Background: an optimization exercise with open tools, aiming at small area, a short achievable clock period and few clock cycles per item. Do not read the settings as production practice.
The RTL was checked by simulation tests, not by an equivalence proof against the original design.
No driver is modelled on the clock port, so clock power and skew are understated where the tree is cut down; a real chip needs a root buffer or a tree.
Power and IR drop assume default switching activity.

Setup of build 90:
## Encoder
module Encoder(clk, reset, start, p_text, m_key, done, c_text);
    input clk, reset, start;
    input wire [63:0] p_text;
    input wire [79:0] m_key;
    output reg done;
    output wire [63:0] c_text;
    reg [63:0] t;
    reg [79:0] k;
    reg [4:0]  cnt;
    reg        busy;
    reg [3:0]  busy_k;
    reg [5:0]  idle_r;
    genvar i;
    wire [79:0] w = {k[66:0], k[79:67]};
    wire [3:0] ks;
    SBox uk (.x(w[3:0]), .y(ks));
    wire [4:0] rcx;
    generate for (i = 0; i < 5; i = i + 1) begin : rc
        C_xor2 u (.A(cnt[i]), .B(w[59+i]), .X(rcx[i]));
    end endgenerate
    wire [79:0] g = {w[79:64], rcx, w[58:4], ks};
    wire [79:0] kd;
    generate for (i = 0; i < 80; i = i + 1) begin : km
        wire n0, n1;
        C_nand2 u0 (.A(g[i]), .B(busy_k[i%2]), .Y(n0));
        C_nand2 u1 (.A(m_key[i]), .B(idle_r[i%2]), .Y(n1));
        C_nand2 u2 (.A(n0), .B(n1), .Y(kd[i]));
    end endgenerate
    wire [63:0] pn, y;
    generate for (i = 0; i < 64; i = i + 1) begin : yk
        C_nand2 u0 (.A(p_text[i]), .B(idle_r[2+i%2]), .Y(pn[i]));
        C_xnor2 u1 (.A(kd[i]), .B(pn[i]), .Y(y[i]));
    end endgenerate
    wire [63:0] b;
    generate for (i = 0; i < 16; i = i + 1) begin : sb
        SBoxG u (.x(t[4*i+3:4*i]), .en(busy_k[2+i%2]), .enn(idle_r[4+i%2]), .y(b[4*i+3:4*i]));
    end endgenerate
    wire [63:0] c, d;
    generate for (i = 0; i < 4; i = i + 1) begin : sh
  ...
Size: about 1100 cells after synthesis, roughly 210 I/O pins, about 8200 um2 of cells after synthesis.
export LEC_CHECK = 0
export CAP_MARGIN = 20
export CORE_MARGIN = 2
export CORE_UTILIZATION = 55
export SETUP_SLACK_MARGIN = 1.8
export SLEW_MARGIN = 20
export SYNTH_HIERARCHICAL = 1
create_clock -name core_clock -period 3.5 [get_ports {clk}]
standard.sh (not shown) runs the stock make flow with config.mk's settings and CLKGATE_MAP_FILE= SYNTH_SCRIPT=/design/flow/synth_recipe.tcl, a recipe that flattens the netlist after the stock synthesis.
==> flow/flow/run.sh <==
#!/bin/bash
# The standard layout, with plain buf_1 cells as the port buffers.
set -uo pipefail
export BUFFER_PORTS_ARGS="-buffer_cell sky130_fd_sc_hd__buf_1"
bash standard.sh > standard_flow.log 2>&1
Build 90: all stages complete, timing, DRC and antenna checks passed
Testbench counts of build 90, summed over its fixed seeds: cycles 13,312, items 512.
Inputs modified between build 90 and build 44:
Settings: putting CTS_CLUSTER_SIZE at 25 where nothing was set; swapping 55 for 40 in CORE_UTILIZATION; putting CTS_CLUSTER_DIAMETER at 80 where nothing was set.
Notes after the runs:
- Build 44 — via count of the first global-routing pass 326 lower, build 90 as reference
- In the flow results for build 44 and build 90, the highest net fanout along the worst path is larger on build 90.
- From build 90 to build 44 the numbers moved as follows: internal portion of total power went down by 0.12 mW; share of power burned in combinational logic went down by 0.8 points.
- Diff build 90 -> build 44: number of DRC markers after the initial detailed-route iteration moved down; wire length of the first global-routing pass went up by 3.9%; total power draw fell 0.18 mW.
The following lists how build 53 was set up differently from build 44:
Settings: SETUP_SLACK_MARGIN now 1.95, was 1.8; CTS_CLUSTER_DIAMETER no longer set, was 80; CTS_CLUSTER_SIZE no longer set, was 25.
Notes after the runs:
Build 53 against build 44: met1 wire length increased by about 15% relative to the old numbers, fraction of final layout cells with drive strength greater than 1 increased by 20 points relative to the old numbers, internal power increased by 1.8 mW relative to the old numbers, synthesized cell area closely matched the old numbers.
Re die area: no difference whatsoever between build 44 and build 53.
Summary of build 53 over build 44: part of the total power dissipated in combinational logic moved up, setup slack down 0.030 ns, number of DRC violations after detailed-routing iteration 0 higher, relative slew slack up 2.5 points.
On non-filler instance count after layout, the lower figure sits with build 44, not build 53.
Run comparison: build 53 cell with the largest stage delay on the worst path sky130_fd_sc_hd__dfxtp_4; build 44 cell with the largest stage delay on the worst path sky130_fd_sc_hd__dfxtp_2
Delta(wire length of the first global-routing pass, build 53 - build 44) > 0

========
Setup of job 2687:
Another version of the RTL of Encoder (not shown whole).
For scale: ~1000 cells after synthesis, roughly 160 flip-flops, roughly 210 I/O pins, roughly 0.0085 mm^2 of cells after synthesis.
==> flow/design.v (excerpt) <==
module Encoder(clk, reset, start, p_text, m_key, done, c_text);
    input clk, reset, start;
    input wire [63:0] p_text;
    input wire [79:0] m_key;
    output reg done;
    output wire [63:0] c_text;
    reg [63:0] t;
    reg [79:0] k;
    reg [4:0]  cnt;
    reg        busy;
    reg [1:0]  busy_k;
    reg [5:0]  idle_r;
    genvar i;
    wire [79:0] w = {k[66:0], k[79:67]};
    reg  [3:0] ks;
    wire [3:0] ksd;
    wire [4:0] rcx;
    generate for (i = 0; i < 5; i = i + 1) begin : rc
        C_xor2 u (.A(cnt[i]), .B(w[59+i]), .X(rcx[i]));
    end endgenerate
    wire [79:0] g = {w[79:64], rcx, w[58:4], ks};
    wire [79:0] kd;
    SBox uk (.x(kd[70:67]), .y(ksd));
    generate for (i = 0; i < 80; i = i + 1) begin : km
        wire n0, n1;
        C_nand2 u0 (.A(g[i]), .B(busy_k[i%2]), .Y(n0));
        C_nand2 u1 (.A(m_key[i]), .B(idle_r[i%2]), .Y(n1));
        C_nand2 u2 (.A(n0), .B(n1), .Y(kd[i]));
    end endgenerate
    wire [63:0] pn, y;
    generate for (i = 0; i < 64; i = i + 1) begin : yk
        C_nand2 u0 (.A(p_text[i]), .B(idle_r[2+i%2]), .Y(pn[i]));
  ...
==> flow/config.mk <==
export PLATFORM = sky130hd
export DESIGN_NAME = Encoder
export DESIGN_NICKNAME = Encoder
export VERILOG_FILES = /design/flow/design.v
export SDC_FILE = /design/flow/constraint.sdc
export NUM_CORES = 4
export LEC_CHECK = 0
export CAP_MARGIN = 20
export CORE_MARGIN = 2
export CORE_UTILIZATION = 40
export SETUP_SLACK_MARGIN = 1.85
export SLEW_MARGIN = 20
export SYNTH_HIERARCHICAL = 1
==> flow/constraint.sdc <==
create_clock -name core_clock -period 3.5 [get_ports {clk}]
set_input_delay 0.7000 -clock core_clock [delete_from_list [all_inputs] [get_ports {clk}]]
set_output_delay 0.7000 -clock core_clock [all_outputs]
set_load 0.01 [all_outputs]
==> flow/flow/run.sh <==
#!/bin/bash
# The standard layout, with plain buf_1 cells as the port buffers and a
# hand-built two-level clock tree (flow/clock_tree.tcl) in place of TritonCTS.
set -uo pipefail
export BUFFER_PORTS_ARGS="-buffer_cell sky130_fd_sc_hd__buf_1"
export PRE_CTS_TCL="$PWD/flow/clock_tree.tcl"
bash standard.sh > standard_flow.log 2>&1
Other scripts of this flow, unchanged in this note and not shown: flow/flow/clock_tree.tcl, flow/flow/clock_tree_lib.tcl
Testbench counts of job 2687, summed over its fixed seeds: cycles 13,312, items 512.
Here is what was changed in the inputs of job 7092 compared with job 2687.
Settings: CORE_UTILIZATION changed from 40 to 33; SETUP_SLACK_MARGIN changed from 1.85 to 1.9.
Notes after the runs:
Job 7092 ended up with more standard cells than job 2687. Job 7092 vs job 2687 on wire length on met2: job 7092 is the higher one. Job 7092: no failed stages, no open violations at the end. On combinational fraction of design power: job 7092 sits above job 2687. Multi-input logic area in job 7092 is 2.7% higher than in job 2687. Job 7092 vs. job 2687: post-route minimum period went down by 0.023 ns.
Edits applied to the flow inputs when going from job 7092 to job 3129:
Settings: CORE_UTILIZATION: 33 -> 50.
Job 3129 vs. job 7092: total track usage went up 6.3 points; fraction of final layout cells sized beyond drive strength 1 has decreased.
Job 3129 drops fewer vias than job 7092.
Compared with job 7092, in job 3129 final area shrank by 470 um^2; maximum ir drop on the vdd rail shrank by 0.11 mV.
The following lists how job 8171 was set up differently from job 3129:
Settings: a change of SETUP_SLACK_MARGIN from 1.9 to 1.8; a change of CORE_UTILIZATION from 50 to 40.
[summary]
Job 8171 — share of total power consumed by net switching 0.75 points higher, job 3129 as reference. Between job 3129 and job 8171, the flow reports sequential cell power decreasing by a few percent. Diff job 3129 and job 8171: sequential share of power higher in job 3129. Delta (job 8171 minus job 3129): final cell count +52; width of the die picked up an extra 11%; final worst-path cycle share went up by 2.2 points.
In every run of this note, the design's own scripts or RTL, not TritonCTS, make the clock network.

========
Encoder again, from the RTL that the note above started with.
clock: 3.5 ns
lec_check: 0
cap_margin: 20
core_margin: 2
core_utilization: 40
setup_slack_margin: 1.95
slew_margin: 20
synth_hierarchical: 1
==> flow/flow/clock_tree.tcl <==
# Sourced by ORFS's cts.tcl (PRE_CTS_TCL) after the placed design is loaded:
# builds a two-level clock tree (clock port -> 4 clkbuf_16 -> 8 clkbuf_16 ->
# flip-flops, each last-level buffer serving the flip-flops of one region),
# and replaces TritonCTS for this run.
source [file join [file dirname [info script]] clock_tree_lib.tcl]
manual_clock_tree2 2 2 2 4 sky130_fd_sc_hd__clkbuf_16 sky130_fd_sc_hd__clkbuf_16
set_propagated_clock [all_clocks]
rename clock_tree_synthesis tritoncts_not_used
proc clock_tree_synthesis { args } {
  puts "clock_tree_synthesis skipped: the clock tree was built by flow/clock_tree.tcl"
}
Scripts as last shown in full above: flow/flow/run.sh
Other scripts of this flow, unchanged in this note and not shown: flow/flow/clock_tree_lib.tcl
Testbench counts at the start, summed over its fixed seeds: cycles 13,312, items 512.
Change:
==> flow/flow/clock_tree.tcl (replaced) <==
# Sourced by ORFS's cts.tcl (PRE_CTS_TCL) after the placed design is loaded:
# builds a two-level clock tree (clock port -> 4 clkbuf_8 -> 8 clkbuf_16 ->
# flip-flops, each last-level buffer serving the flip-flops of one region),
# and replaces TritonCTS for this run.
source [file join [file dirname [info script]] clock_tree_lib.tcl]
manual_clock_tree2 2 2 2 4 sky130_fd_sc_hd__clkbuf_8 sky130_fd_sc_hd__clkbuf_16
set_propagated_clock [all_clocks]
rename clock_tree_synthesis tritoncts_not_used
proc clock_tree_synthesis { args } {
  puts "clock_tree_synthesis skipped: the clock tree was built by flow/clock_tree.tcl"
}
- SETUP_SLACK_MARGIN: 1.95 -> 1.9
Worst setup slack gets worse by 0.028 ns.
Final cell count went down by 1.9%.
Power shrinks by 6.8%.
Via count came out lower by 2.4%.
No run of this note takes its clock network from TritonCTS; it comes from the design's own scripts or RTL.

[re-timing with driven ports]
The flow's constraints put no driver on any port. The routed layouts listed below were extracted and timed again, unchanged, in two steps. Step 1 assumes that a clkbuf_16 drives the clock port and a buf_2 every other input. Step 2 adds t to the input delays and takes it off the output delays; t is the mean of the earliest and latest rising clock arrival at the registers after step 1. Input paths then give back, and output paths get back, about the clock's delay inside the block. Three values: ideal ports, drivers, drivers and shift; two values: the first two.
run | t (ns) | slack for setup (ns) | worst setup path at the end | slew at the worst register clock pin (ns) | cell pins on the clock port's net
build 90 | 0.465 | 1.774 / 1.756 / 1.755 | input to register | 0.06 / 0.06 | 1
build 44 | 0.470 | 1.801 / 1.756 / 1.732 | input to register | 0.07 / 0.07 | 1
build 53 | 0.476 | 1.771 / 1.723 / 1.769 | input to register | 0.07 / 0.07 | 1
job 2687 | 0.371 | 1.868 / 1.774 / 1.835 | input to register | 0.09 / 0.09 | 4
job 7092 | 0.374 | 1.892 / 1.798 / 1.813 | input to register | 0.09 / 0.09 | 4
job 3129 | 0.369 | 1.895 / 1.803 / 1.778 | input to register | 0.09 / 0.09 | 4
job 8171 | 0.372 | 1.817 / 1.723 / 1.819 | input to register | 0.09 / 0.09 | 4
the first run of note 3 | 0.376 | 1.946 / 1.851 / 1.850 | input to register | 0.09 / 0.09 | 4
the second run of note 3 | 0.365 | 1.918 / 1.838 / 1.801 | input to register | 0.09 / 0.09 | 4
After both steps every run listed still meets setup and hold.
